Source: an optimization exercise on an open RTL-to-GDS flow (aim: small area). Production flows keep margins and buffers that such runs may drop.
RTL that was checked went through simulation tests only; none was proved equivalent to the original.
For runs 1, 3 and 4, only the layout was checked, not whether the RTL still works.
No activity file was given, so power comes from the tool's default toggle rates.

### run.sh
#!/bin/bash
# synth_recipe.tcl (not shown) runs the flow's synth.tcl, then flattens the netlist and writes it again
# the make line also repeats each setting of config.mk as NAME=value (left out here)
make -C /OpenROAD-flow-scripts/flow DESIGN_CONFIG=/design/flow/config.mk WORK_HOME=/design/flow/orfs CLKGATE_MAP_FILE= SYNTH_SCRIPT=/design/flow/synth_recipe.tcl finish
### config.mk
export PLATFORM = sky130hd
export DESIGN_NAME = ram_single_port
export DESIGN_NICKNAME = ram_single_port
export VERILOG_FILES = /design/flow/design.v
export SDC_FILE = /design/flow/constraint.sdc
export NUM_CORES = 4
export LEC_CHECK = 0
export CAP_MARGIN = 20
export CORE_MARGIN = 2
export CORE_UTILIZATION = 45
export SLEW_MARGIN = 20
### constraint.sdc
create_clock -name core_clock -period 5.0 [get_ports {clk}]
set_input_delay 1.0000 -clock core_clock [delete_from_list [all_inputs] [get_ports {clk}]]
set_output_delay 1.0000 -clock core_clock [all_outputs]
set_load 0.01 [all_outputs]
### design.v
`timescale 1ns/1ps
module ram_single_port(
    input clk,
    input write_en,
    input reset,
    input [6:0] addr,
    input [7:0] data_in,
    output reg [7:0] data_out    
);
integer i;
reg [7:0] memory [63:0];
reg [7:0] temp;
reg [7:0] op_buff;
always@(posedge clk) 
begin
    if (reset == 1'b1)
    begin
        for (i=0;i<64;i=i+1) 
            memory[i] <= 8'h00;
        temp<=8'h00;
    end
    else
    begin
        if (write_en == 1)
        begin
            temp <= data_in;
            memory[addr[5:0]] <= data_in;
        end
        else
        begin
            temp <= memory[addr[5:0]];
            data_out <= memory[addr[5:0]];
        end
    end  
end
endmodule
==> results_dict.tcl, run 1 <==
set metrics [dict create \
    ys_top_cells_by_count "edfxtp_1, and2_1, clkbuf_1, nor2_1, or2_2" \
    cp_data_arrival_time_ns 3.80 \
    post_cts_buffers 0 \
    cts_buffer_depth 3 \
    grt_pass1_vias 15400 \
    ys_async_sr_fraction_pct 0 \
    clock.fmax_ghz 0.285 \
    relSlewSlack_pct 18.8 \
    status "no timing/DRC/antenna violations" \
    synth_edf_count 520 \
    routabilityCongestion 0.869 \
    maxCapViolCount 0 \
    p_leak_nw 9.30 \
    fin_nets 1834 \
    slowest_stage "nor2_1" \
    path_cells "clkdlybuf4s50_1, nor3b_1, nand2_1, nor2_1, or2_2" \
    setup_ws_ns 1.49 \
    p_per_area_nw_per_um2 362 \
    io_pins 26 \
    clock-sinks 520 \
    cp-end-kind "flip-flop" \
    track_usage_pct 25.4 \
    die-area_um2 55900 \
    drtPass1Iterations 5 \
    synthMostInstantiatedCell "edfxtp_1" \
    finalHoldViolCount 0 \
    clock_latency_ns 0.61 \
    synth_area_leaders "edfxtp_1, and2_1, a221oi_1" \
    grt_first_pass_wirelength_mm 104 \
    switching_share_pct 23.3 \
    clkTransAtPathRegs_ns 0.06 \
    power_frac_comb_pct 7.6 \
    min_period_over_period_pct 70.2 \
    grt_antenna_before_repair 4 \
    critPathMaxStageDelay_ns 0.71 \
    worstReg2RegStart "memory[54][1]" \
    fp.dieH_um 236 \
    ys_ff_latch 520 \
    core_area_um2 53600 \
    placedCellCount 2456 \
    route.detailed.drc 0 \
    timing.setup.tns_ns 0 \
    die_w_um 236 \
    synth_top_cell_by_area "edfxtp_1" \
    cp.required_ns 5.29 \
    htree_levels 2 \
    cts_hold_buf 0 \
    drive_gt1_share_pct 14.5 \
    finalMaxSlewViolations 0 \
    whs_ns 0.854 \
    diodes 0 \
    cts_tree "built" \
    ys_types 60 \
    worstMarginPinSlew_ns 1.22 \
    synth_ff_type "edfxtp_1" \
    skew_ns 0.0163 \
    critPathLaunchType "input pin" \
    crit_path_start "write_en" \
    synthToLayoutAreaGrowth_pct 10.5 \
    cts_buffers 54 \
    synth.top_cell.area_share_pct 64.2 \
    initial_core_util_pct 45.4 \
    power.share.clock_pct 40.0 \
    grt_max_degree 67 \
    grt_remaining_overflow 0 \
    cp_max_fo 9 \
    hold_path_class "flip-flop to flip-flop" \
    vias_per_cell 6.02 \
    rsz0062_at_grt "false" \
    layout.cells.non_filler 2553 \
    numPortBuffers 24 \
    p_switching_mw 2.26 \
    rows 85 \
    seqPwrFrac_pct 52.4 \
    fin_crit_ns 3.51 \
    syn_area_um2 24300 \
    synth.yosys.warnings 1 \
    hold_path.startpoint "memory[10][0]" \
    ys_seq_area_share_pct 64.2 \
    intPower_mw 7.46 \
    finalSetupViolations 0 \
    drtIter0Drc 1695 \
    syn_nets 1849 \
    routed_wl_mm 70.8 \
    ctsResizeCount 0 \
    root_buffer "clkbuf_16" \
    dp_hpwl_mm 44.7 \
    syn_area_per_cell_um2 13.3 \
    wl_per_cell_um 27.7 \
    vdd_drop_max_mv 0.254 \
    num_vias 15400 \
    synth_cells 1831 \
    dpl_worst_slack_ns 0.995 \
    path_class "input pin to flip-flop" \
    drtAntennaViolNets 0 \
]
worst max-delay path: cells and delay by family:
kind                   cells  cell delay [ns]
buffers and inverters      1             0.57
and+or+nand+nor            4             2.22
cell families after synthesis:
| group | count (synthesis) | synth area share [%] |
|---|---|---|
| muxes | 91 | 4.96 |
| AOI/OAI and AO/OA | 270 | 8.60 |
| DFF | 520 | 64.2 |
| and+or+nand+nor | 792 | 19.5 |
| buffers and inverters | 158 | 2.74 |
metal layers:
| metal | part of all wire (%) | GRT usage [%] |
|---|---|---|
| met5 | 0.025 | 0 |
| met4 | 3.1 | 8.55 |
| met3 | 7.8 | 4.48 |
| met2 | 47 | 40.8 |
| met1 | 42 | 35.0 |
registers in the layout, summed over array words and instances, names as in the netlist:
name / cells
memory: 512
data_out: 8
worst paths after layout:
check / end / slack [ns] / cells past startpoint
min: data_out[0] / 0.85 / 4
max: memory[19][1] / 1.49 / 5
max reg2reg: data_out[1] / 2.74 / 5
min reg2reg: data_out[0] / 0.85 / 4
stage by stage:
stage	area [um2]	power [mW]	util, %
2_1_floorplan	24300	5.59	-
3_3_place_gp	25200	5.91	47.0
3_5_place_dp	25200	5.92	47.0
4_1_cts	26900	9.75	50.1
5_1_grt	26900	9.98	50.1
6_report	26900	9.72	50.1
cell type report:
cell class | instances | area (um2)
fill | 4700 | 26700
tap | 696 | 871
multi-input combinational | 1153 | 8060
clock inverter | 26 | 186
clock buffer | 71 | 1480
timing repair buffer | 82 | 642
sequential | 520 | 15600
inverter | 5 | 18.8
cells in the final DEF (no fill, tap or decap), drive strengths merged, types with 5 or more instances in the layout:
cell type,n
nor2b,6
nand3,16
o2bb2ai,5
a221oi,55
clkdlybuf4s50,12
a22oi,62
a221o,16
a22o,11
mux2i,44
nand2,28
mux4,21
edfxtp,520
o22ai,15
and3,11
and2,517
nor3b,10
nor2,75
mux2,26
clkinv,24
o22a,6
nand4,5
a31oi,8
a21oi,25
nand2b,13
or2,68
nand3b,14
or3b,9
o221ai,18
o21ai,15
buf,70
clkbuf,71
a211oi,7
or3,7
power groups by stage:
stage	Combinational, mW	Clock [mW]	Sequential (mW)
after floorplan	0.446	0	5.15
after global placement	0.728	0	5.18
after detailed placement	0.736	0	5.18
after CTS	0.738	3.92	5.09
after global routing	0.781	4.09	5.11
final	0.743	3.89	5.09
==> run 2: changes to the inputs <==
==> design.v (replaced) <==
`timescale 1ns/1ps
module ram_single_port(
    input clk,
    input write_en,
    input reset,
    input [6:0] addr,
    input [7:0] data_in,
    output reg [7:0] data_out
);
reg [7:0] memory [63:0];
wire [63:0] s, sn;
wire [7:0] wd, col, wcol, wcoln, wrow, wrown;
wire rd, rdn;
ram_ctrl u_ctrl (
    .write_en(write_en), .reset(reset), .addr(addr[5:0]), .data_in(data_in),
    .wcol(wcol), .wcoln(wcoln), .wrow(wrow), .wrown(wrown), .wd(wd), .col(col),
    .rd(rd), .rdn(rdn)
);
genvar w;
generate
    for (w = 0; w < 64; w = w + 1) begin : wordg
        ram_wsel u_wsel (.col(wcol[w % 8]), .coln(wcoln[w % 8]), .row(wrow[w / 8]), .rown(wrown[w / 8]),
                         .s(s[w]), .sn(sn[w]));
    end
endgenerate
integer i;
always @(posedge clk) begin
    for (i = 0; i < 64; i = i + 1)
        memory[i] <= (memory[i] & {8{sn[i]}}) | (wd & {8{s[i]}});
end
wire [7:0] rdata;
genvar b, h;
generate
    for (b = 0; b < 8; b = b + 1) begin : bitg
        wire [7:0] rowbit;
        for (h = 0; h < 8; h = h + 1) begin : rowg
            ram_rowsel u_row (
                .d({memory[8*h+7][b], memory[8*h+6][b], memory[8*h+5][b], memory[8*h+4][b],
                    memory[8*h+3][b], memory[8*h+2][b], memory[8*h+1][b], memory[8*h+0][b]}),
                .col(col), .rown(wrown[h]), .y(rowbit[h]));
        end
        ram_or8 u_or (.d(rowbit), .y(rdata[b]));
    end
endgenerate
always @(posedge clk) begin
    data_out <= (data_out & {8{rdn}}) | (rdata & {8{rd}});
end
endmodule
module ram_ctrl(
    input write_en,
    input reset,
    input [5:0] addr,
    input [7:0] data_in,
    output [7:0] wcol,
    output [7:0] wcoln,
    output [7:0] wrow,
    output [7:0] wrown,
    output [7:0] wd,
    output [7:0] col,
    output rd,
    output rdn
);
assign col = 8'd1 << addr[2:0];
assign wcol = reset ? 8'hff : (write_en ? col : 8'h00);
assign wcoln = ~wcol;
assign wrow = reset ? 8'hff : (8'd1 << addr[5:3]);
assign wrown = ~wrow;
assign wd = data_in & {8{~reset}};
assign rd = ~reset & ~write_en;
assign rdn = reset | write_en;
endmodule
module ram_wsel(
    input col,
    input coln,
    input row,
    input rown,
    output s,
    output sn
);
assign s = ~(coln | rown);
assign sn = ~(col & row);
endmodule
module ram_rowsel(
    input [7:0] d,
    input [7:0] col,
    input rown,
    output y
);
wire y0, y1, y2;
ram_ao3n u0 (.d(d[2:0]), .s(col[2:0]), .y(y0));
ram_ao3n u1 (.d(d[5:3]), .s(col[5:3]), .y(y1));
assign y2 = ~((d[6] & col[6]) | (d[7] & col[7]));
assign y = ~((y0 & y1 & y2) | rown);
endmodule
module ram_ao3n(
    input [2:0] d,
    input [2:0] s,
    output y
);
assign y = ~|(d & s);
endmodule
module ram_or8(
    input [7:0] d,
    output y
);
assign y = |d;
endmodule
--- a/config.mk
+++ b/config.mk
@@ -7,5 +7,10 @@
 export LEC_CHECK = 0
 export CAP_MARGIN = 20
 export CORE_MARGIN = 2
-export CORE_UTILIZATION = 45
+export CORE_UTILIZATION = 55
+export CTS_BUF_LIST = sky130_fd_sc_hd__clkbuf_8
+export CTS_CLUSTER_DIAMETER = 60
+export CTS_CLUSTER_SIZE = 16
 export SLEW_MARGIN = 20
+export SYNTH_HIERARCHICAL = 1
+export SYNTH_MINIMUM_KEEP_SIZE = 0
==> run 2 against run 1 <==
Still clean on timing, DRC and antenna; non-clock buffer count is 18 lower; via count shrank 0.30%; worst setup slack worse by 0.29 ns; power is 13% lower; critical endpoint is now data_out[3]; largest power group unchanged.
==> results_dict.tcl, run 2 <==
set metrics [dict create \
    min_period_over_period_pct 76.0 \
    n_fill_cell 2918 \
    critPathMaxStageDelay_ns 0.96 \
    grt_pass1_vias 14400 \
    status "no timing/DRC/antenna violations" \
    num_vias 15300 \
    route.detailed.drc 0 \
    clock-sinks 520 \
    core_area_um2 34600 \
    routabilityCongestion 0.848 \
    finalHoldViolCount 0 \
    drive_gt1_share_pct 7.42 \
    cts_hold_buf 0 \
    cp_data_arrival_time_ns 4.29 \
    fp.dieH_um 192 \
    synth_edf_count 0 \
    ys_async_sr_fraction_pct 0 \
    rows 68 \
    maxCapViolCount 0 \
    ys_types 30 \
    die_w_um 192 \
    diodes 0 \
    slowest_stage "clkdlybuf4s50_1" \
    drtIter0Drc 2131 \
    grt_first_pass_wirelength_mm 91.3 \
    vias_per_cell 7.34 \
    critPathLaunchType "input pin" \
    path_cells "clkdlybuf4s50_1, and2b_4, a222oi_1, a31oi_1, nor4_1, nand2_1, a22o_1" \
    clock_latency_ns 0.60 \
    cts_buffer_depth 3 \
    root_buffer "clkbuf_8" \
    power_mw 8.46 \
    ys_ff_latch 520 \
    synthToLayoutAreaGrowth_pct 4.18 \
    track_usage_pct 32.9 \
    fin_nets 1635 \
    rsz0062_at_grt "false" \
    die-area_um2 36700 \
    cp_max_fo 64 \
    io_pins 26 \
    timing.setup.tns_ns 0 \
    cp.required_ns 5.49 \
    htree_levels 2 \
    ys_top_cells_by_count "a22o_1, dfxtp_1, a222oi_1, buf_1, nand2_1" \
    vdd_drop_max_mv 0.298 \
    hold_path_class "flip-flop to flip-flop" \
    setup_ws_ns 1.20 \
    routed_wl_mm 61.3 \
    grt_antenna_before_repair 0 \
    dp_hpwl_mm 37.3 \
    post_cts_buffers 0 \
    cp-end-kind "flip-flop" \
    skew_ns 0.0209 \
    cts_buffers 41 \
    drtPass1Iterations 11 \
    synth.top_cell.area_share_pct 53.8 \
    reg_top3 "memory (512), data_out (8)" \
    whs_ns 0.479 \
    syn_area_per_cell_um2 11.3 \
    layout_common_cells "a22o_1, dfxtp_1, a222oi_1" \
    relSlewSlack_pct 26.8 \
    synth_area_leaders "dfxtp_1, a22o_1, a222oi_1" \
    synth_top_cell_by_area "dfxtp_1" \
    path_class "input pin to flip-flop" \
    numPortBuffers 24 \
    synth_ff_type "dfxtp_1" \
    cts_tree "built" \
    fin_crit_ns 3.80 \
    syn_nets 1725 \
    drtAntennaViolNets 0 \
    clkTransAtPathRegs_ns 0.10 \
    grt_remaining_overflow 0 \
    wl_per_cell_um 29.4 \
    synth_cells 1707 \
    finalSetupViolations 0 \
    dpl_worst_slack_ns 0.723 \
    initial_core_util_pct 55.8 \
    finalMaxSlewViolations 0 \
    synth.yosys.warnings 8 \
    ctsResizeCount 0 \
    p_per_area_nw_per_um2 420 \
    top_register "memory" \
    worstMarginPinSlew_ns 1.10 \
    grt_max_degree 65 \
    largest_reg_flops 512 \
    clock.fmax_ghz 0.263 \
    p_leak_nw 7.90 \
    syn_area_um2 19300 \
    ys_seq_area_share_pct 53.8 \
]
[run 2: critical path: cells and delay by family]
kind | cells | cell delay (ns)
buffers and inverters | 1 | 0.96
and+or+nand+nor | 3 | 1.32
AOI/OAI and AO/OA | 3 | 0.98
[run 2: layer usage]
metal  up-vias  share of wire (%)  track usage, %
met1      7657                 44            48.0
met2       816                 43            48.9
li1       6698                  -               -
met3       142                9.0            5.29
met5         -                  0               0
met4         0                3.8            12.0
[run 2: per-module statistics from Yosys (local to each module, per instance)]
module           copies in the design  cell area (um2)
ram_rowsel                         64             13.8
ram_ctrl                            1              488
ram_ao3n                          128             10.0
ram_or8                             8             16.3
ram_wsel                           64             7.51
ram_single_port                     1            16100
[run 2: cells by family (layout without fill, tap and decap cells)]
logic type	Yosys count	after routing	synth area share, %
flip-flops	520	520	53.8
AND/OR/NAND/NOR	181	181	4.15
buffers and inverters	202	125	6.30
AO/OA/AOI/OAI	804	804	35.7
[run 2: where the power goes]
part,leakage (nW),switching [mW],internal [mW]
sequential,4.32,0.290,4.65
combinational,3.19,0.703,0.531
clock,0.390,1.37,0.922
total,7.90,2.36,6.11
[run 2: final timing paths]
| kind | from | end | slack, ns | cells past startpoint |
|---|---|---|---|---|
| setup / recovery | addr[0] | data_out[3] | 1.20 | 7 |
| hold / removal | memory[59][0] | memory[59][0] | 0.48 | 1 |
| setup reg to reg | memory[3][3] | data_out[3] | 2.85 | 5 |
| hold reg to reg | memory[59][0] | memory[59][0] | 0.48 | 1 |
[run 2: layout make-up]
type	instances	area, um2	share of cell area (%)
multi-input cells	985	7810	38.7
repair buffers	64	611	3.03
clock inverters	12	128	0.633
well taps	455	569	2.83
clock buffers	44	606	3.01
inverters	5	18.8	0.0932
flip-flops and latches	520	10400	51.7
[run 2: stage by stage]
step / instances / utilization (%) / area [um2]
global route: 2085 / 58.2 / 20100
finish: 2085 / 58.2 / 20100
CTS: 2085 / 58.2 / 20100
floorplan: 1707 / - / 19300
global placement: 2029 / 56.1 / 19400
detailed placement: 2029 / 56.1 / 19400
==> run 3: changes to the inputs <==
==> design.v (replaced) <==
`timescale 1ns/1ps
module ram_single_port(
    input clk,
    input write_en,
    input reset,
    input [6:0] addr,
    input [7:0] data_in,
    output reg [7:0] data_out
);
reg [7:0] memory [63:0];
wire [31:0] wcol;
wire [1:0] whalf;
wire [7:0] wdh [1:0];
wire [63:0] sn;
wire [7:0] col, rown;
wire rd, rdn;
ram_ctrl u_ctrl (
    .write_en(write_en), .reset(reset), .addr(addr[5:0]), .data_in(data_in),
    .wcol(wcol), .whalf(whalf), .wdh0(wdh[0]), .wdh1(wdh[1]),
    .col(col), .rown(rown), .rd(rd), .rdn(rdn)
);
genvar w;
generate
    for (w = 0; w < 64; w = w + 1) begin : wordg
        ram_hold u_hold (.col(wcol[w % 32]), .half(whalf[w / 32]), .sn(sn[w]));
    end
endgenerate
integer i;
always @(posedge clk) begin
    for (i = 0; i < 64; i = i + 1)
        memory[i] <= (memory[i] & {8{sn[i]}}) | (wdh[i / 32] & {8{wcol[i % 32]}});
end
wire [7:0] rdata;
genvar b, r;
generate
    for (b = 0; b < 8; b = b + 1) begin : bitg
        wire [7:0] rowbit;
        for (r = 0; r < 8; r = r + 1) begin : rowg
            ram_rowsel u_row (
                .d({memory[8*r+7][b], memory[8*r+6][b], memory[8*r+5][b], memory[8*r+4][b],
                    memory[8*r+3][b], memory[8*r+2][b], memory[8*r+1][b], memory[8*r+0][b]}),
                .col(col), .rown(rown[r]), .y(rowbit[r]));
        end
        ram_or8 u_or (.d(rowbit), .y(rdata[b]));
    end
endgenerate
always @(posedge clk) begin
    data_out <= (data_out & {8{rdn}}) | (rdata & {8{rd}});
end
endmodule
module ram_ctrl(
    input write_en,
    input reset,
    input [5:0] addr,
    input [7:0] data_in,
    output [31:0] wcol,
    output [1:0] whalf,
    output [7:0] wdh0,
    output [7:0] wdh1,
    output [7:0] col,
    output [7:0] rown,
    output rd,
    output rdn
);
wire [3:0] plon = ~(reset ? 4'hf : (write_en ? (4'd1 << addr[1:0]) : 4'd0));
wire [7:0] phin = ~(reset ? 8'hff : (8'd1 << addr[4:2]));
genvar c;
generate
    for (c = 0; c < 32; c = c + 1) begin : colg
        ram_nor2 u_col (.a(plon[c % 4]), .b(phin[c / 4]), .y(wcol[c]));
    end
endgenerate
assign whalf = reset ? 2'b11 : (2'd1 << addr[5]);
assign wdh0 = data_in & {8{~reset & ~addr[5]}};
assign wdh1 = data_in & {8{~reset & addr[5]}};
assign col = 8'd1 << addr[2:0];
assign rown = ~(8'd1 << addr[5:3]);
assign rd = ~reset & ~write_en;
assign rdn = reset | write_en;
endmodule
module ram_nor2(
    input a,
    input b,
    output y
);
assign y = ~(a | b);
endmodule
module ram_hold(
    input col,
    input half,
    output sn
);
assign sn = ~(col & half);
endmodule
module ram_rowsel(
    input [7:0] d,
    input [7:0] col,
    input rown,
    output y
);
wire y0, y1, y2;
ram_ao3n u0 (.d(d[2:0]), .s(col[2:0]), .y(y0));
ram_ao3n u1 (.d(d[5:3]), .s(col[5:3]), .y(y1));
assign y2 = ~((d[6] & col[6]) | (d[7] & col[7]));
assign y = ~((y0 & y1 & y2) | rown);
endmodule
module ram_ao3n(
    input [2:0] d,
    input [2:0] s,
    output y
);
assign y = ~|(d & s);
endmodule
module ram_or8(
    input [7:0] d,
    output y
);
assign y = |d;
endmodule
==> flow/run.sh (new file) <==
#!/bin/bash
# Standard ORFS layout (the standard.sh) with two changes:
# - clock tree: no dummy loads, clkbuf_8 buffers, sink clusters of up to 16
#   flip-flops within 60 um
# - port buffers: buf_1 instead of the default choice
# ORFS writes each step's log under orfs/logs/; make's own output goes to
# standard.log here.
set -euo pipefail
export CTS_ARGS="-sink_clustering_enable -repair_clock_nets -dont_use_dummy_load -buf_list sky130_fd_sc_hd__clkbuf_8 -sink_clustering_size 16 -sink_clustering_max_diameter 60"
export BUFFER_PORTS_ARGS="-buffer_cell sky130_fd_sc_hd__buf_1"
bash standard.sh > standard.log 2>&1
==> standard.sh (new file) <==
#!/bin/bash
# synth_recipe.tcl (not shown) runs the flow's synth.tcl, then flattens the netlist and writes it again
# the make line also repeats each setting of config.mk as NAME=value (left out here)
make -C /OpenROAD-flow-scripts/flow DESIGN_CONFIG=/design/flow/config.mk WORK_HOME=/design/flow/orfs CLKGATE_MAP_FILE= SYNTH_SCRIPT=/design/flow/synth_recipe.tcl "${@:-finish}"
--- a/config.mk
+++ b/config.mk
@@ -8,9 +8,6 @@
 export CAP_MARGIN = 20
 export CORE_MARGIN = 2
 export CORE_UTILIZATION = 55
-export CTS_BUF_LIST = sky130_fd_sc_hd__clkbuf_8
-export CTS_CLUSTER_DIAMETER = 60
-export CTS_CLUSTER_SIZE = 16
 export SLEW_MARGIN = 20
 export SYNTH_HIERARCHICAL = 1
 export SYNTH_MINIMUM_KEEP_SIZE = 0
removed: run.sh
==> run 3 against run 2 <==
Still clean on timing, DRC and antenna; core utilization shrank 0.94 points; clock power shrank 12%; hold slack lost 0.0042 ns; critical path type unchanged; largest cell class unchanged; largest power group unchanged.
==> results_dict.tcl, run 3 <==
set metrics [dict create \
    finalHoldViolCount 0 \
    synth.yosys.warnings 9 \
    clock_latency_ns 0.60 \
    track_usage_pct 29.8 \
    relSlewSlack_pct 28.1 \
    syn_nets 1674 \
    fin_nets 1629 \
    routed_wl_mm 56.0 \
    syn_area_per_cell_um2 11.8 \
    dp_hpwl_mm 36.3 \
    rsz0062_at_grt "false" \
    htree_levels 2 \
    root_buffer "clkbuf_8" \
    cp.required_ns 5.50 \
    clock.fmax_ghz 0.265 \
    synth.top_cell.area_share_pct 53.4 \
    die-area_um2 37000 \
    largest_reg_flops 512 \
    synthToLayoutAreaGrowth_pct 1.91 \
    vdd_drop_max_mv 0.297 \
    num_vias 14700 \
    p_per_area_nw_per_um2 396 \
    design_area_um2 19900 \
    top_register "memory" \
    initial_core_util_pct 56.2 \
    synth_area_leaders "dfxtp_1, a22o_1, a222oi_1" \
    fp.dieH_um 192 \
    route.detailed.drc 0 \
    ctsResizeCount 0 \
    maxCapViolCount 0 \
    ys_seq_area_share_pct 53.4 \
    p_leak_nw 7.56 \
    cp-end-kind "flip-flop" \
    core_area_um2 34700 \
    grt_first_pass_wirelength_mm 84.7 \
    rows 68 \
    reg_top3 "memory (512), data_out (8)" \
    routabilityCongestion 0.967 \
    synthMostInstantiatedCell "dfxtp_1" \
    drtIter0Drc 1841 \
    finalMaxSlewViolations 0 \
    grt_pass1_vias 13700 \
    diodes 0 \
    ys_ff_latch 520 \
    die_w_um 192 \
    timing.setup.tns_ns 0 \
    dpl_cell_area_um2 19300 \
    ys_top_cells_by_count "dfxtp_1, a22o_1, a222oi_1, buf_6, nand2_1" \
    drtPass1Iterations 10 \
    clock-sinks 520 \
    ys_types 25 \
    worstMarginPinSlew_ns 1.07 \
    vias_per_cell 7.11 \
    critPathLaunchType "input pin" \
    n_fill_cell 2953 \
    hold_path_class "flip-flop to flip-flop" \
    dpl_worst_slack_ns 0.969 \
    clkTransAtPathRegs_ns 0.10 \
    cp_data_arrival_time_ns 4.28 \
    post_cts_buffers 0 \
    cts_buffer_depth 3 \
    finalSetupViolations 0 \
    wl_per_cell_um 27.1 \
    status "no timing/DRC/antenna violations" \
    ys_async_sr_fraction_pct 0 \
    synth_ff_type "dfxtp_1" \
    path_class "input pin to flip-flop" \
    cp_max_fo 49 \
    layout_common_cells "dfxtp_1, a22o_1, a222oi_1" \
    grt_max_degree 65 \
    mostFrequentLayoutCell "dfxtp_1" \
    drtAntennaViolNets 0 \
    whs_ns 0.474 \
    io_pins 26 \
    numPortBuffers 24 \
    min_period_over_period_pct 75.5 \
    cts_tree "built" \
    setup_ws_ns 1.23 \
    cts_hold_buf 0 \
    grt_remaining_overflow 0 \
    synth_top_cell_by_area "dfxtp_1" \
    cts_buffers 40 \
    fin_crit_ns 3.77 \
    post-route-util_pct 57.2 \
    synth_edf_count 0 \
    synth_cells 1656 \
    drive_gt1_share_pct 7.83 \
    grt_antenna_before_repair 0 \
    syn_area_um2 19500 \
    skew_ns 0.0491 \
]
==> run 3: cell types whose count changed in the layout (fill, tap and decap cells not counted), sizes merged, moves of 3 or more <==
cell and change:
buf +55, nor2 -32, clkdlybuf4s50 -23, and2 +13
nor2b -10, a21o -8, inv -5, a31o -4
clkbuf -4, nor3 +4, clkinv -3
==> run 3: cell type report <==
type,count,area (um2),area share [%]
Multi-Input combinational cell,947,7600,38.3
Clock buffer,40,551,2.77
Inverter,6,22.5,0.113
Tap cell,455,569,2.86
Sequential cell,520,10400,52.4
Timing Repair Buffer,96,718,3.61
==> run 3: per-module statistics from Yosys (local to each module, per instance) <==
module           area (um2)  times used  flops+latches
ram_hold               3.75          64              0
ram_single_port       16500           1            520
ram_nor2               3.75          32              0
ram_or8                16.3           8              0
ram_ctrl                363           1              0
ram_rowsel             13.8          64              0
ram_ao3n               10.0         128              0
==> run 3: final timing paths <==
path | startpoint | end | slack, ns | cells past startpoint
min reg2reg | memory[35][2] | memory[35][2] | 0.47 | 1
max reg2reg | memory[0][6] | data_out[6] | 2.47 | 5
min | memory[35][2] | memory[35][2] | 0.47 | 1
max | addr[0] | data_out[7] | 1.23 | 8
==> run 3: worst max-delay path: stages <==
cell and delay, ns:
buf_1 0.52, nor3_4 0.24, buf_4 0.39, a222oi_1 0.53
a31oi_1 0.28, nor4_1 0.93, nand2_1 0.12, a22o_1 0.21
==> run 3: metal layers <==
| layer | vias to the layer above | part of all wire, % | GRT usage [%] |
|---|---|---|---|
| li1 | 6613 | - | - |
| met1 | 7240 | 46 | 45.7 |
| met2 | 703 | 41 | 41.3 |
| met3 | 118 | 8.6 | 5.16 |
| met4 | 0 | 4.2 | 11.7 |
| met5 | - | 0 | 0 |
==> run 3: through the flow <==
stage	std cells	total power [mW]
2_1_floorplan	1656	5.68
3_3_place_gp	2024	5.90
3_5_place_dp	2024	5.92
4_1_cts	2064	7.91
5_1_grt	2064	8.18
6_report	2064	7.87
==> run 3: cell families after synthesis <==
| kind of cell | Yosys count | synth area share, % |
|---|---|---|
| buf+inv | 189 | 8.05 |
| simple gates | 159 | 3.75 |
| compound gates | 788 | 34.8 |
| flops | 520 | 53.4 |
==> run 3: power breakdown <==
part / switching, mW / internal [mW]
clock network: 1.29 / 0.720
logic: 0.566 / 0.443
registers: 0.252 / 4.60
total: 2.10 / 5.76
==> run 4: changes to the inputs <==
--- a/design.v
+++ b/design.v
@@ -62,28 +62,44 @@
     output rd,
     output rdn
 );
-wire [3:0] plon = ~(reset ? 4'hf : (write_en ? (4'd1 << addr[1:0]) : 4'd0));
-wire [7:0] phin = ~(reset ? 8'hff : (8'd1 << addr[4:2]));
-genvar c;
+wire [3:0] plo = reset ? 4'hf : (write_en ? (4'd1 << addr[1:0]) : 4'd0);
+wire [7:0] phi = reset ? 8'hff : (8'd1 << addr[4:2]);
+genvar c, b;
 generate
     for (c = 0; c < 32; c = c + 1) begin : colg
-        ram_nor2 u_col (.a(plon[c % 4]), .b(phin[c / 4]), .y(wcol[c]));
+        wire n;
+        ram_nand2 u_nand (.a(plo[c % 4]), .b(phi[c / 4]), .y(n));
+        ram_inv u_inv (.a(n), .y(wcol[c]));
     end
 endgenerate
 assign whalf = reset ? 2'b11 : (2'd1 << addr[5]);
-assign wdh0 = data_in & {8{~reset & ~addr[5]}};
-assign wdh1 = data_in & {8{~reset & addr[5]}};
+wire [1:0] hsel = reset ? 2'b00 : (2'd1 << addr[5]);
+generate
+    for (b = 0; b < 8; b = b + 1) begin : wdg
+        wire n0, n1;
+        ram_nand2 u_nand0 (.a(data_in[b]), .b(hsel[0]), .y(n0));
+        ram_inv u_inv0 (.a(n0), .y(wdh0[b]));
+        ram_nand2 u_nand1 (.a(data_in[b]), .b(hsel[1]), .y(n1));
+        ram_inv u_inv1 (.a(n1), .y(wdh1[b]));
+    end
+endgenerate
 assign col = 8'd1 << addr[2:0];
 assign rown = ~(8'd1 << addr[5:3]);
 assign rd = ~reset & ~write_en;
 assign rdn = reset | write_en;
 endmodule
-module ram_nor2(
+module ram_nand2(
     input a,
     input b,
     output y
 );
-assign y = ~(a | b);
+assign y = ~(a & b);
+endmodule
+module ram_inv(
+    input a,
+    output y
+);
+assign y = ~a;
 endmodule
 module ram_hold(
     input col,
==> run 4 against run 3 <==
Still clean on timing, DRC and antenna; synthesized cell count increased by 2.8%; non-clock buffer count decreased by 23; first-iteration DRC count increased by 27%; clock skew decreased by 0.016 ns; core utilization decreased by 1.2 points; via count increased by 2.5%; sequential share of layout area increased by 0.060 points; synthesized area increased by 0.78%; highest routed layer is now met5.
==> results_dict.tcl, run 4 <==
set metrics [dict create \
    synth_compound_area_share_pct 34.7 \
    timing.setup.tns_ns 0 \
    synth_top_family_by_area "compound AO/OA/AOI/OAI gates" \
    layout_common_cells "dfxtp_1, a22o_1, a222oi_1" \
    ys_ff_latch 520 \
    syn_area_per_cell_um2 11.5 \
    cp-end-kind "flip-flop" \
    clock.fmax_ghz 0.266 \
    grt_pass1_vias 13900 \
    routed_wl_mm 59.7 \
    finalHoldViolCount 0 \
    synth-simple-area-share_pct 3.49 \
    die-area_um2 37300 \
    seqPwrFrac_pct 61.3 \
    maxCapViolCount 0 \
    cp_max_fo 26 \
    synth_top_cell_by_area "dfxtp_1" \
    io_pins 26 \
    cts_buffers 41 \
    core_area_um2 35400 \
    cts_tree "built" \
    synthToLayoutAreaGrowth_pct 1.01 \
    use_met1_pct 47.6 \
    dpl_cell_area_um2 19300 \
    critPathLaunchType "input pin" \
    met3_usage_pct 7.00 \
    fp.dieH_um 193 \
    min_period_over_period_pct 75.3 \
    drtIter0Drc 2339 \
    finalMaxSlewViolations 0 \
    layout.cells.non_filler 2097 \
    grt_remaining_overflow 0 \
    drtAntennaViolNets 0 \
    path_class "input pin to flip-flop" \
    p_leak_nw 7.85 \
    num_vias 15000 \
    fin_crit_ns 3.77 \
    synth_cells 1702 \
    p_switching_mw 2.16 \
    ctsResizeCount 0 \
    initial_core_util_pct 55.5 \
    mostFrequentLayoutCell "dfxtp_1" \
    dp_hpwl_mm 37.8 \
    synth_area_leaders "dfxtp_1, a22o_1, a222oi_1" \
    synthMostInstantiatedCell "dfxtp_1" \
    worstMarginPinSlew_ns 1.17 \
    numPortBuffers 24 \
    htree_levels 2 \
    setup_ws_ns 1.23 \
    largest_reg_flops 512 \
    drtPass1Iterations 10 \
    drive_gt1_share_pct 6.67 \
    clock_latency_ns 0.63 \
    vias_per_cell 7.17 \
    rows 69 \
    synth.yosys.warnings 9 \
    status "no timing/DRC/antenna violations" \
    grt_max_degree 41 \
    p_per_area_nw_per_um2 399 \
    ys_seq_area_share_pct 53.0 \
    post-route-util_pct 56.1 \
    placedCellCount 2054 \
    track_usage_pct 31.6 \
    grt_first_pass_wirelength_mm 88.6 \
    n_fill_cell 3088 \
    hold_path_class "flip-flop to flip-flop" \
    ys_async_sr_fraction_pct 0 \
    ys_top_cells_by_count "dfxtp_1, a22o_1, a222oi_1, nand2_1, buf_6" \
    power_frac_comb_pct 12.8 \
    clkTransAtPathRegs_ns 0.10 \
    finalSetupViolations 0 \
    clock-sinks 520 \
    intPower_mw 5.76 \
    cts_hold_buf 0 \
    wl_per_cell_um 28.5 \
    grt_util_met2_pct 44.5 \
    routabilityCongestion 0.876 \
    vdd_drop_max_mv 0.273 \
    grt_antenna_before_repair 4 \
    route.detailed.drc 0 \
    synthXorXnorAreaFrac_pct 0 \
    top_register "memory" \
    die_w_um 193 \
    synth_ff_type "dfxtp_1" \
    skew_ns 0.0333 \
    post_cts_buffers 0 \
    power.share.clock_pct 25.9 \
    reg_top3 "memory (512), data_out (8)" \
    top_usage_layer "met1" \
    rsz0062_at_grt "false" \
    cp_data_arrival_time_ns 4.30 \
    cp.required_ns 5.53 \
    ys_types 27 \
    relSlewSlack_pct 21.9 \
    switching_share_pct 27.2 \
    fin_nets 1655 \
    synth.top_cell.area_share_pct 53.0 \
    synthAdderAreaFrac_pct 0 \
    syn_nets 1720 \
    root_buffer "clkbuf_8" \
    design_area_um2 19800 \
    synth_edf_count 0 \
    cts_buffer_depth 3 \
    dpl_worst_slack_ns 0.760 \
    synthMuxAreaShare_pct 0 \
    syn_area_um2 19700 \
]
[run 4: cell families after synthesis]
group | count (synthesis)
flip-flops | 520
AO/OA/AOI/OAI | 788
buffers and inverters | 235
AND/OR/NAND/NOR | 159
[run 4: final timing paths]
check / start / to / slack, ns / depth (start not counted)
setup / recovery: addr[0] / data_out[3] / 1.23 / 10
hold / removal: memory[46][4] / memory[46][4] / 0.47 / 1
setup reg to reg: memory[51][3] / data_out[3] / 2.63 / 5
hold reg to reg: memory[46][4] / memory[46][4] / 0.47 / 1
[run 4: layout make-up]
type / instances / area, um2 / area share [%]
Antenna cell: 1 / 2.50 / 0.0126
Clock buffer: 41 / 564 / 2.84
Inverter: 54 / 203 / 1.02
Multi-Input combinational cell: 947 / 7590 / 38.2
Sequential cell: 520 / 10400 / 52.4
Tap cell: 461 / 577 / 2.91
Timing Repair Buffer: 73 / 503 / 2.53
[run 4: Yosys stat by module (local to each module, per instance)]
| module | flops+latches | times used |
|---|---|---|
| ram_single_port | 520 | 1 |
| ram_ctrl | 0 | 1 |
| ram_or8 | 0 | 8 |
| ram_rowsel | 0 | 64 |
| ram_ao3n | 0 | 128 |
| ram_hold | 0 | 64 |
| ram_inv | 0 | 48 |
| ram_nand2 | 0 | 48 |
[run 4: per-layer routing]
metal,routed length [um],vias up
li1,-,6665
met1,27200,7493
met2,24900,764
met3,5730,106
met4,1830,6
met5,43,-
[run 4: per-stage QoR]
stage	total power [mW]	hold slack, ns
floorplan	5.69	0.439
global placement	5.90	0.451
detailed placement	5.92	0.453
CTS	7.93	0.476
global route	8.23	0.485
finish	7.92	0.472
[run 4: critical path, cell delays in order]
cell      delay (ns)
buf_1           0.26
inv_1           0.40
nor3_4          0.09
buf_4           0.26
buf_4           0.28
a222oi_1        0.48
a31oi_1         0.24
nor4_1          0.93
nand2_1         0.10
a22o_1          0.22
[run 4: power groups by stage]
stage,registers (mW),logic [mW],clock network [mW]
2_1_floorplan,4.87,0.818,0
3_3_place_gp,4.93,0.970,0
3_5_place_dp,4.93,0.993,0
4_1_cts,4.84,0.996,2.09
5_1_grt,4.90,1.09,2.24
6_report,4.85,1.01,2.06
==> run 5: changes to the inputs <==
--- a/design.v
+++ b/design.v
@@ -83,7 +83,16 @@
         ram_inv u_inv1 (.a(n1), .y(wdh1[b]));
     end
 endgenerate
-assign col = 8'd1 << addr[2:0];
+wire [2:0] an = ~addr[2:0];
+genvar l;
+generate
+    for (l = 0; l < 8; l = l + 1) begin : rcolg
+        wire n;
+        ram_nand3 u_nand (.a(l & 1 ? addr[0] : an[0]), .b(l & 2 ? addr[1] : an[1]),
+                          .c(l & 4 ? addr[2] : an[2]), .y(n));
+        ram_inv u_inv (.a(n), .y(col[l]));
+    end
+endgenerate
 assign rown = ~(8'd1 << addr[5:3]);
 assign rd = ~reset & ~write_en;
 assign rdn = reset | write_en;
@@ -94,6 +103,14 @@
     output y
 );
 assign y = ~(a & b);
+endmodule
+module ram_nand3(
+    input a,
+    input b,
+    input c,
+    output y
+);
+assign y = ~(a & b & c);
 endmodule
 module ram_inv(
     input a,
==> flow/run.sh (replaced) <==
#!/bin/bash
# Standard ORFS layout (the standard.sh) with three changes:
# - before global placement, flow/upsize.tcl removes the synthesis buffers
#   and gives high-fanout drivers a stronger size of the same cell family
# - clock tree: no dummy loads, clkbuf_8 buffers, sink clusters of up to 16
#   flip-flops within 60 um
# - port buffers: buf_1 instead of the default choice
# ORFS writes each step's log under orfs/logs/; make's own output goes to
# standard.log here.
set -euo pipefail
export PRE_GLOBAL_PLACE_TCL="$PWD/flow/upsize.tcl"
export CTS_ARGS="-sink_clustering_enable -repair_clock_nets -dont_use_dummy_load -buf_list sky130_fd_sc_hd__clkbuf_8 -sink_clustering_size 16 -sink_clustering_max_diameter 60"
export BUFFER_PORTS_ARGS="-buffer_cell sky130_fd_sc_hd__buf_1"
bash standard.sh > standard.log 2>&1
==> flow/upsize.tcl (new file) <==
# Before global placement: remove synthesis buffers (as the standard step
# does next anyway), then give each high-fanout combinational driver the
# smallest drive strength of its family that can carry its estimated load,
# so that placement's repair does not have to split the net with buffers.
remove_buffers
set per_load 0.0075
set margin 1.3
array set maxcap {inv_1 0.1813 inv_2 0.3314 inv_4 0.5631 inv_6 0.7828 inv_8 1.0355 and2_1 0.1584 and2_2 0.3030 and2_4 0.5393 and3_1 0.1575 and3_2 0.3095 and3_4 0.5328 and4_1 0.1611 and4_2 0.3003 and4_4 0.5319 nand2_1 0.1666 nand2_2 0.2957 nand2_4 0.5301 nand2_8 0.9338 nand3_1 0.1465 nand3_2 0.2600 nand3_4 0.4697 nor2_1 0.0861 nor2_2 0.1419 nor2_4 0.2518 nor2_8 0.4331 nor3_1 0.0522 nor3_2 0.0925 nor3_4 0.1538 or2_1 0.1648 or2_2 0.2994 or2_4 0.5145 or3_1 0.1676 or3_2 0.3104 or3_4 0.5319}
set block [ord::get_db_block]
set n_resized 0
foreach inst [$block getInsts] {
  set mname [[$inst getMaster] getName]
  if { ![regexp {^sky130_fd_sc_hd__([a-z0-9]+)_(\d+)$} $mname -> fam size] } {
    continue
  }
  if { ![info exists maxcap(${fam}_$size)] } { continue }
  set net ""
  foreach it [$inst getITerms] {
    if { [$it isOutputSignal] } { set net [$it getNet] }
  }
  if { $net == "" || $net == "NULL" } { continue }
  set fanout 0
  foreach it [$net getITerms] {
    if { [$it isInputSignal] } { incr fanout }
  }
  if { $fanout < 12 } { continue }
  set need [expr { $fanout * $per_load * $margin }]
  if { $maxcap(${fam}_$size) >= $need } { continue }
  foreach s {1 2 4 6 8} {
    if { $s <= $size || ![info exists maxcap(${fam}_$s)] } { continue }
    if { $maxcap(${fam}_$s) >= $need } {
      puts "upsize [$inst getName] $mname -> sky130_fd_sc_hd__${fam}_$s (fanout $fanout)"
      replace_cell [$inst getName] sky130_fd_sc_hd__${fam}_$s
      incr n_resized
      break
    }
  }
}
puts "upsized $n_resized drivers"
==> run 5 against run 4 <==
Die area increased by 0.13%; power decreased by 0.31%; clock skew increased by 0.015 ns; register-to-register slack improved by 0.12 ns; critical endpoint is now data_out[6]; largest power group unchanged.
==> results_dict.tcl, run 5 <==
set metrics [dict create \
    status "no timing/DRC/antenna violations" \
    syn_area_um2 19700 \
    routabilityCongestion 0.872 \
    synthToLayoutAreaGrowth_pct -0.846 \
    top_register "memory" \
    timing.setup.tns_ns 0 \
    io_pins 26 \
    rsz0062_at_grt "false" \
    drive_gt1_share_pct 5.35 \
    core_area_um2 35400 \
    grt_antenna_before_repair 3 \
    routed_wl_mm 59.8 \
    min_period_over_period_pct 66.7 \
    ys_top_cells_by_count "dfxtp_1, a22o_1, a222oi_1, nand2_1, buf_6" \
    path_class "input pin to flip-flop" \
    fin_crit_ns 3.33 \
    synthXorXnorAreaFrac_pct 0 \
    grt_pass1_vias 13600 \
    cp-end-kind "flip-flop" \
    vdd_drop_max_mv 0.257 \
    hold_path_class "flip-flop to flip-flop" \
    route.detailed.drc 0 \
    mostFrequentLayoutCell "dfxtp_1" \
    worstMarginPinSlew_ns 1.01 \
    finalMaxSlewViolations 0 \
    reg_top3 "memory (512), data_out (8)" \
    ctsResizeCount 0 \
    maxCapViolCount 0 \
    largest_reg_flops 512 \
    synth.top_cell.area_share_pct 52.9 \
    synthMostInstantiatedCell "dfxtp_1" \
    cp.required_ns 5.53 \
    grt_max_degree 65 \
    p_per_area_nw_per_um2 405 \
    placedCellCount 2027 \
    critPathLaunchType "input pin" \
    htree_levels 2 \
    relSlewSlack_pct 32.6 \
    cts_hold_buf 0 \
    cts_buffers 41 \
    synth_top_family_by_area "compound AO/OA/AOI/OAI gates" \
    layout_common_cells "dfxtp_1, a22o_1, a222oi_1" \
    synth_cells 1710 \
    root_buffer "clkbuf_8" \
    synth_edf_count 0 \
    vias_per_cell 7.25 \
    synth_area_leaders "dfxtp_1, a22o_1, a222oi_1" \
    grt_remaining_overflow 0 \
    drtAntennaViolNets 0 \
    dp_hpwl_mm 34.4 \
    cp_max_fo 64 \
    finalHoldViolCount 0 \
    clock_latency_ns 0.63 \
    synth_ff_type "dfxtp_1" \
    ys_seq_area_share_pct 52.9 \
    track_usage_pct 31.3 \
    clkTransAtPathRegs_ns 0.10 \
    finalSetupViolations 0 \
    die_w_um 193 \
    skew_ns 0.0480 \
    synth.yosys.warnings 9 \
    rows 69 \
    synthMuxAreaShare_pct 0 \
    die-area_um2 37300 \
    post_cts_buffers 0 \
    ys_types 25 \
    drtPass1Iterations 9 \
    fp.dieH_um 193 \
    clock-sinks 520 \
    initial_core_util_pct 55.6 \
    ys_ff_latch 520 \
    fin_nets 1627 \
    syn_area_per_cell_um2 11.5 \
    num_vias 15000 \
    numPortBuffers 24 \
    clock.fmax_ghz 0.300 \
    grt_first_pass_wirelength_mm 87.7 \
    synth_top_cell_by_area "dfxtp_1" \
    syn_nets 1728 \
    cts_buffer_depth 3 \
    wl_per_cell_um 28.9 \
    p_leak_nw 7.64 \
    synthAdderAreaFrac_pct 0 \
    cts_tree "built" \
    ys_async_sr_fraction_pct 0 \
    cp_data_arrival_time_ns 3.86 \
    drtIter0Drc 1770 \
    synth_compound_area_share_pct 34.6 \
    layout.cells.non_filler 2069 \
    synth-simple-area-share_pct 3.50 \
]
-- run 5: through the flow --
step	power (mW)	hold WS (ns)	area (um2)	setup slack (ns)	utilization, %
floorplan	5.69	0.439	19700	2.11	-
global placement	5.88	0.451	18900	1.24	53.5
detailed placement	5.90	0.452	18900	1.21	53.5
CTS	7.93	0.478	19500	1.90	55.1
global route	8.20	0.490	19500	1.59	55.1
finish	7.90	0.473	19500	1.67	55.1
-- run 5: worst max-delay path, stage by stage --
cell      delay (ns)
buf_1           0.32
inv_1           0.20
nand3_1         0.21
inv_6           0.24
a222oi_1        0.61
a31oi_1         0.20
nor4_1          0.75
nand2_1         0.12
a22o_1          0.20
-- run 5: path summary, 6_finish.rpt --
path,end,start,slack [ns],cells past startpoint
worst max register to register,data_out[2],memory[11][2],2.75,5
worst min register to register,memory[32][5],memory[32][5],0.47,1
worst min-delay path,memory[32][5],memory[32][5],0.47,1
worst max-delay path,data_out[6],addr[0],1.67,9
-- run 5: cell families after synthesis --
logic type,Yosys count
buffers and inverters,242
and+or+nand+nor,160
DFF,520
AOI/OAI and AO/OA,788
-- run 5: cell type report --
| cell class | count | area (um2) |
|---|---|---|
| fill | 3088 | 15900 |
| sequential | 520 | 10400 |
| multi-input combinational | 948 | 7500 |
| tap | 461 | 577 |
| clock buffer | 41 | 564 |
| inverter | 62 | 273 |
| timing repair buffer | 36 | 180 |
| antenna | 1 | 2.50 |
-- run 5: where the power goes --
| part | switching, mW | internal, mW |
|---|---|---|
| Clock | 1.31 | 0.738 |
| Combinational | 0.584 | 0.408 |
| Sequential | 0.253 | 4.60 |
-- run 5: layer usage --
layer | track usage (%) | up-vias | share of wire [%]
met1 | 46.1 | 7550 | 45
met2 | 45.6 | 740 | 43
met5 | 0 | - | 0.043
met4 | 9.29 | 4 | 2.6
li1 | - | 6614 | -
met3 | 6.97 | 95 | 9.4
-- run 5: modules after synthesis, one instance, submodules excluded --
module	cells inside	area (um2)	flip-flops and latches	times used
ram_ctrl	36	230	0	1
ram_inv	1	3.75	0	56
ram_rowsel	2	13.8	0	64
ram_nand2	1	3.75	0	48
ram_or8	3	16.3	0	8
ram_single_port	1218	16500	520	1
ram_hold	1	3.75	0	64
ram_ao3n	1	10.0	0	128
ram_nand3	1	5.00	0	8
==> run 6: changes to the inputs <==
--- a/flow/upsize.tcl
+++ b/flow/upsize.tcl
@@ -2,6 +2,7 @@
 # does next anyway), then give each high-fanout combinational driver the
 # smallest drive strength of its family that can carry its estimated load,
 # so that placement's repair does not have to split the net with buffers.
+# An inv_1 driving 8 or more loads becomes at least an inv_2 (same area).
 remove_buffers
 set per_load 0.0075
 set margin 1.3
@@ -23,8 +24,14 @@
   foreach it [$net getITerms] {
     if { [$it isInputSignal] } { incr fanout }
   }
-  if { $fanout < 12 } { continue }
-  set need [expr { $fanout * $per_load * $margin }]
+  if { $mname == "sky130_fd_sc_hd__inv_1" && $fanout >= 8 } {
+    # inv_2 has the same area as inv_1
+    set need [expr { max($fanout * $per_load * $margin, 0.2) }]
+  } elseif { $fanout < 12 } {
+    continue
+  } else {
+    set need [expr { $fanout * $per_load * $margin }]
+  }
   if { $maxcap(${fam}_$size) >= $need } { continue }
   foreach s {1 2 4 6 8} {
     if { $s <= $size || ![info exists maxcap(${fam}_$s)] } { continue }
==> run 6 against run 5 <==
Still clean on timing, DRC and antenna; first-iteration DRC count down 9.8%; sequential cell count unchanged; clock power about the same; power down 0.55%; non-clock buffer count down 12; via count down 0.51%; worst setup slack worse by 0.14 ns; routed wire length down 1.5%; register-to-register slack worse by 0.11 ns; hold slack better by 0.0019 ns; critical path depth unchanged; sequential power about the same.
==> results_dict.tcl, run 6 <==
set metrics [dict create \
    synth_area_leaders "dfxtp_1, a22o_1, a222oi_1" \
    ys_seq_area_share_pct 52.9 \
    post_cts_buffers 0 \
    critPathLaunchType "input pin" \
    power_mw 7.85 \
    setup_ws_ns 1.53 \
    routabilityCongestion 0.866 \
    synth_ff_type "dfxtp_1" \
    cts_hold_buf 0 \
    grt_first_pass_wirelength_mm 86.8 \
    die_w_um 193 \
    finalSetupViolations 0 \
    n_fill_cell 3128 \
    cp_max_fo 64 \
    drtPass1Iterations 9 \
    fp.dieH_um 193 \
    intPower_mw 5.72 \
    largest_reg_flops 512 \
    synthToLayoutAreaGrowth_pct -1.31 \
    grt_antenna_before_repair 8 \
    ys_async_sr_fraction_pct 0 \
    grt_max_degree 65 \
    layout_common_cells "dfxtp_1, a22o_1, a222oi_1" \
    reg_top3 "memory (512), data_out (8)" \
    cp-end-kind "flip-flop" \
    clock.fmax_ghz 0.288 \
    synth_compound_area_share_pct 34.6 \
    min_path_cells 1 \
    design_area_um2 19400 \
    dpl_worst_slack_ns 1.09 \
    whs_ns 0.475 \
    p_leak_nw 7.51 \
    cp.required_ns 5.50 \
    p_switching_mw 2.13 \
    finalMaxSlewViolations 0 \
    die-area_um2 37300 \
    skew_ns 0.0311 \
    io_pins 26 \
    path_class "input pin to flip-flop" \
    power_frac_comb_pct 12.5 \
    rr_worst_depth 5 \
    clock_latency_ns 0.63 \
    syn_nets 1728 \
    status "no timing/DRC/antenna violations" \
    cts_buffer_depth 3 \
    wl_per_cell_um 28.6 \
    root_buffer "clkbuf_8" \
    maxCapViolCount 0 \
    fin_nets 1614 \
    vias_per_cell 7.24 \
    worstMarginPinSlew_ns 1.14 \
    synth_top_family_by_area "compound AO/OA/AOI/OAI gates" \
    syn_area_um2 19700 \
    core_area_um2 35400 \
    top_register "memory" \
    synthMuxAreaShare_pct 0 \
    drtAntennaViolNets 0 \
    rsz0062_at_grt "false" \
    clkTransAtPathRegs_ns 0.08 \
    grt_remaining_overflow 0 \
    cts_tree "built" \
    rows 69 \
    htree_levels 2 \
    cts_buffers 40 \
    routed_wl_mm 58.9 \
    synthXorXnorAreaFrac_pct 0 \
    synth_edf_count 0 \
    synthAdderAreaFrac_pct 0 \
    seqPwrFrac_pct 61.8 \
    synth_cells 1710 \
    fin_crit_ns 3.47 \
    power.share.clock_pct 25.7 \
    num_vias 14900 \
    drive_gt1_share_pct 6.78 \
    dp_hpwl_mm 34.2 \
    switching_share_pct 27.1 \
    mostFrequentLayoutCell "dfxtp_1" \
    ys_ff_latch 520 \
    cp_data_arrival_time_ns 3.97 \
    p_per_area_nw_per_um2 404 \
    track_usage_pct 31.0 \
    clock-sinks 520 \
    relSlewSlack_pct 23.7 \
    synth_top_cell_by_area "dfxtp_1" \
    synth-simple-area-share_pct 3.50 \
    drtIter0Drc 1597 \
    synth.top_cell.area_share_pct 52.9 \
    timing.setup.tns_ns 0 \
    min_period_over_period_pct 69.4 \
    grt_pass1_vias 13700 \
    initial_core_util_pct 55.6 \
    syn_area_per_cell_um2 11.5 \
    synth.yosys.warnings 9 \
    ys_top_cells_by_count "dfxtp_1, a22o_1, a222oi_1, nand2_1, buf_6" \
    dpl_cell_area_um2 18900 \
    ctsResizeCount 0 \
    route.detailed.drc 0 \
    vdd_drop_max_mv 0.259 \
    synthMostInstantiatedCell "dfxtp_1" \
    finalHoldViolCount 0 \
    hold_path_class "flip-flop to flip-flop" \
    numPortBuffers 24 \
    ys_types 25 \
]
[run 6: cell counts after synthesis]
No cell type changed its count.
[run 6: worst max-delay path, cell delays in order]
cell and delay [ns]:
buf_1 0.35, inv_2 0.17, nand3_1 0.20, inv_6 0.22, a222oi_1 0.52, a31oi_1 0.25
nor4_1 0.88, nand2_1 0.12, a22o_1 0.20
[run 6: worst paths after layout]
check | startpoint | end | slack (ns)
setup / recovery | addr[2] | data_out[2] | 1.53
hold / removal | memory[51][3] | memory[51][3] | 0.48
setup reg to reg | memory[0][2] | data_out[2] | 2.64
hold reg to reg | memory[51][3] | memory[51][3] | 0.48
[run 6: area by class of cell]
type / instances / area (um2) / share of cell area [%]
Tap cell: 461 / 577 / 2.97
Timing Repair Buffer: 24 / 90.1 / 0.464
Clock buffer: 40 / 551 / 2.84
Antenna cell: 6 / 15.0 / 0.0773
Inverter: 62 / 273 / 1.40
Sequential cell: 520 / 10400 / 53.6
Multi-Input combinational cell: 948 / 7500 / 38.6
[run 6: logic make-up after synthesis]
logic type,after synthesis
compound gates,788
simple gates,160
buf+inv,242
flops,520
[run 6: power groups by stage]
stage,Sequential (mW),Combinational (mW),Clock (mW)
finish,4.85,0.980,2.02
global route,4.90,1.05,2.21
CTS,4.84,0.968,2.07
detailed placement,4.93,0.965,0
global placement,4.93,0.943,0
floorplan,4.87,0.815,0
[run 6: per-module statistics from Yosys (local to each module, per instance)]
module           flip-flops and latches  copies in the design
ram_nand2                             0                    48
ram_nand3                             0                     8
ram_hold                              0                    64
ram_or8                               0                     8
ram_rowsel                            0                    64
ram_single_port                     520                     1
ram_ao3n                              0                   128
ram_inv                               0                    56
ram_ctrl                              0                     1
[run 6: layer usage]
metal / track usage (%) / share of wire (%) / vias to the layer above
li1: - / - / 6580
met1: 44.9 / 44 / 7470
met2: 45.0 / 43 / 762
met3: 6.66 / 9.5 / 111
met4: 12.0 / 3.5 / 4
met5: 0 / 0.051 / -
[run 6: through the flow]
stage | utilization [%] | instances
after global routing | 54.8 | 2056
final | 54.9 | 2061
after global placement | 53.3 | 2015
after detailed placement | 53.3 | 2015
after floorplan | - | 1710
after CTS | 54.8 | 2055
==> run 7: changes to the inputs <==
==> flow/run.sh (replaced) <==
#!/bin/bash
# Standard ORFS layout (the standard.sh) with three changes:
# - before global placement, flow/upsize.tcl removes the synthesis buffers
#   and gives high-fanout drivers a stronger size of the same cell family
# - clock tree: no dummy loads, clkbuf_8 buffers, sink clusters of up to 16
#   flip-flops within 80 um
# - port buffers: buf_1 instead of the default choice
# ORFS writes each step's log under orfs/logs/; make's own output goes to
# standard.log here.
set -euo pipefail
export PRE_GLOBAL_PLACE_TCL="$PWD/flow/upsize.tcl"
export CTS_ARGS="-sink_clustering_enable -repair_clock_nets -dont_use_dummy_load -buf_list sky130_fd_sc_hd__clkbuf_8 -sink_clustering_size 16 -sink_clustering_max_diameter 80"
export BUFFER_PORTS_ARGS="-buffer_cell sky130_fd_sc_hd__buf_1"
bash standard.sh > standard.log 2>&1
==> run 7 against run 6 <==
Still clean; sequential power barely moved; clock power is 2% lower; critical path depth did not move; synthesized cell count stayed put; sequential cell count did not move; global-route usage decreased by 0.21 points; worst setup slack worse by 0.058 ns; sequential share of layout area rose by 0.083 points; final area down 0.15%; critical endpoint unchanged; largest cell class unchanged.
==> results_dict.tcl, run 7 <==
set metrics [dict create \
    status "no timing/DRC/antenna violations" \
    drtIter0Drc 1651 \
    htree_levels 2 \
    synth_top_cell_by_area "dfxtp_1" \
    fp.dieH_um 193 \
    min_period_over_period_pct 70.6 \
    cp.required_ns 5.51 \
    finalSetupViolations 0 \
    fin_crit_ns 3.53 \
    root_buffer "clkbuf_8" \
    cp_data_arrival_time_ns 4.04 \
    timing.setup.tns_ns 0 \
    hold_path_class "flip-flop to flip-flop" \
    synth_edf_count 0 \
    routed_wl_mm 59.1 \
    power_mw 7.81 \
    power_frac_comb_pct 12.6 \
    post_cts_buffers 0 \
    relSlewSlack_pct 24.9 \
    synth.top_cell.area_share_pct 52.9 \
    ctsResizeCount 0 \
    num_vias 14800 \
    power.share.clock_pct 25.2 \
    dpl_cell_area_um2 18900 \
    track_usage_pct 30.8 \
    path_class "input pin to flip-flop" \
    numPortBuffers 24 \
    routabilityCongestion 0.866 \
    grt_remaining_overflow 0 \
    multi_input_area_um2 7500 \
    finalMaxSlewViolations 0 \
    largest_reg_flops 512 \
    clkTransAtPathRegs_ns 0.11 \
    grt_pass1_vias 13600 \
    maxCapViolCount 0 \
    critPathLaunchType "input pin" \
    ys_async_sr_fraction_pct 0 \
    synth_cells 1710 \
    intPower_mw 5.69 \
    grt_max_degree 65 \
    timing.critical_path.buf_inv 3 \
    post-route-util_pct 54.8 \
    synthToLayoutAreaGrowth_pct -1.46 \
    cts_buffers 38 \
    syn_area_um2 19700 \
    rsz0062_at_grt "false" \
    layout_common_cells "dfxtp_1, a22o_1, a222oi_1" \
    path_cells "buf_1, inv_2, nand3_1, inv_6, a222oi_1, a31oi_1, nor4_1, nand2_1, a22o_1" \
    rows 69 \
    route.detailed.drc 0 \
    design_area_um2 19400 \
    finalHoldViolCount 0 \
    switching_share_pct 27.1 \
    reg_top3 "memory (512), data_out (8)" \
    cp-end-kind "flip-flop" \
    syn_nets 1728 \
    dp_hpwl_mm 34.2 \
    seqPwrFrac_pct 62.2 \
    initial_core_util_pct 55.6 \
    vias_per_cell 7.18 \
    ys_types 25 \
    ys_seq_area_share_pct 52.9 \
    syn_area_per_cell_um2 11.5 \
    worstMarginPinSlew_ns 1.12 \
    critPathMaxStageDelay_ns 0.94 \
    synthMostInstantiatedCell "dfxtp_1" \
    synth_ff_type "dfxtp_1" \
    regArea_um2 10400 \
    ys_top_cells_by_count "dfxtp_1, a22o_1, a222oi_1, nand2_1, buf_6" \
    synth.yosys.warnings 9 \
    grt_antenna_before_repair 7 \
    cts_tree "built" \
    cts_hold_buf 0 \
    drtAntennaViolNets 0 \
    layout.cells.non_filler 2058 \
    die_w_um 193 \
    top_register "memory" \
    vdd_drop_max_mv 0.264 \
    grt_first_pass_wirelength_mm 86.6 \
    p_switching_mw 2.12 \
    placedCellCount 2015 \
    mostFrequentLayoutCell "dfxtp_1" \
    drtPass1Iterations 9 \
    n_fill_cell 3135 \
    fin_nets 1612 \
    die-area_um2 37300 \
    p_leak_nw 7.50 \
    synth_area_leaders "dfxtp_1, a22o_1, a222oi_1" \
    ys_ff_latch 520 \
    io_pins 26 \
    clock-sinks 520 \
    cp_max_fo 64 \
    crit_family "simple AND/OR/NAND/NOR gates" \
    skew_ns 0.0389 \
    wl_per_cell_um 28.7 \
    clock_latency_ns 0.60 \
    slowest_stage "nor4_1" \
    core_area_um2 35400 \
    cts_buffer_depth 3 \
    clock.fmax_ghz 0.283 \
    p_per_area_nw_per_um2 403 \
    drive_gt1_share_pct 6.66 \
]
[run 7: cell counts after synthesis]
No cell type changed its count.
[run 7: per-stage QoR]
stage,worst slack [ns],hold slack [ns]
2_1_floorplan,2.11,0.439
3_3_place_gp,1.07,0.452
3_5_place_dp,1.09,0.453
4_1_cts,1.71,0.475
5_1_grt,1.39,0.489
6_report,1.47,0.475
[run 7: worst paths after layout]
kind                         to  cells past startpoint  slack (ns)          start
setup reg to reg    data_out[2]                      5        2.61   memory[0][2]
hold reg to reg   memory[36][0]                      1        0.48  memory[36][0]
setup / recovery    data_out[2]                      9        1.47        addr[2]
hold / removal    memory[36][0]                      1        0.48  memory[36][0]
[run 7: cell families (layout without fill, tap and decap cells)]
| logic type | Yosys count | count (layout) | share of synthesized area (%) |
|---|---|---|---|
| compound gates | 788 | 788 | 34.6 |
| flops | 520 | 520 | 52.9 |
| buf+inv | 242 | 124 | 8.97 |
| simple gates | 160 | 160 | 3.50 |
| other cells | 0 | 5 | 0 |
[run 7: area by class of cell]
type | count | area share, %
Multi-Input combinational cell | 948 | 38.7
Tap cell | 461 | 2.97
Timing Repair Buffer | 24 | 0.465
Clock buffer | 38 | 2.70
Sequential cell | 520 | 53.7
Antenna cell | 5 | 0.0645
Inverter | 62 | 1.41
[run 7: Yosys stat by module, one instance, submodules excluded]
module           cells inside  times used
ram_inv                     1          56
ram_or8                     3           8
ram_single_port          1218           1
ram_nand2                   1          48
ram_hold                    1          64
ram_ao3n                    1         128
ram_ctrl                   36           1
ram_rowsel                  2          64
ram_nand3                   1           8
[run 7: layer usage]
layer / global-route usage (%) / vias to the layer above / wire, um
met5: 0 / - / 27
met4: 10.1 / 4 / 1810
met3: 6.75 / 103 / 6030
met2: 45.0 / 749 / 25400
met1: 45.0 / 7348 / 25800
li1: - / 6579 / -
[run 7: power by group through the flow]
stage               Clock (mW)  Sequential, mW  Combinational [mW]
floorplan                    0            4.87               0.815
global placement             0            4.93               0.943
detailed placement           0            4.93               0.965
CTS                       2.01            4.84               0.968
global route              2.16            4.90                1.05
finish                    1.97            4.85               0.981
[run 7: worst reg2reg max path: cells and delay by family (launching register included)]
kind	cells	cell delay [ns]
AND/OR/NAND/NOR	2	1.06
flip-flops	1	0.33
AO/OA/AOI/OAI	3	0.91

==> static timing again, ports no longer ideal <==
No port has a modelled driver above. Below, the same layouts with a new extraction and two added sets of constraints.
Step 1 (the two cells are an assumption about what drives the block):
set clk [get_ports {clk}]
set_driving_cell -lib_cell sky130_fd_sc_hd__clkbuf_16 $clk
set_driving_cell -lib_cell sky130_fd_sc_hd__buf_2 [delete_from_list [all_inputs] $clk]
Step 2 also shifts input and output timing later by t, the mid clock arrival at the registers, as if the neighbouring blocks saw the same clock.
Three values: no drivers, after step 1, after step 2; two values: the first two.
run	shift t [ns]	setup WS [ns]	slew at the worst register clock pin (ns)
run 1	0.663	1.488 / 1.515 / 0.852	0.06 / 0.06
run 2	0.637	1.198 / 1.229 / 0.591	0.11 / 0.11
run 3	0.627	1.225 / 1.246 / 0.619	0.10 / 0.10
run 4	0.673	1.234 / 1.218 / 0.545	0.10 / 0.10
run 5	0.667	1.665 / 1.681 / 1.014	0.11 / 0.11
run 6	0.670	1.529 / 1.482 / 0.812	0.10 / 0.10
run 7	0.634	1.471 / 1.433 / 0.799	0.11 / 0.11
After both steps every run listed still meets setup and hold. For run 6, which loses most, drivers alone change the setup slack by -0.047 ns; drivers and shift together by -0.717 ns.
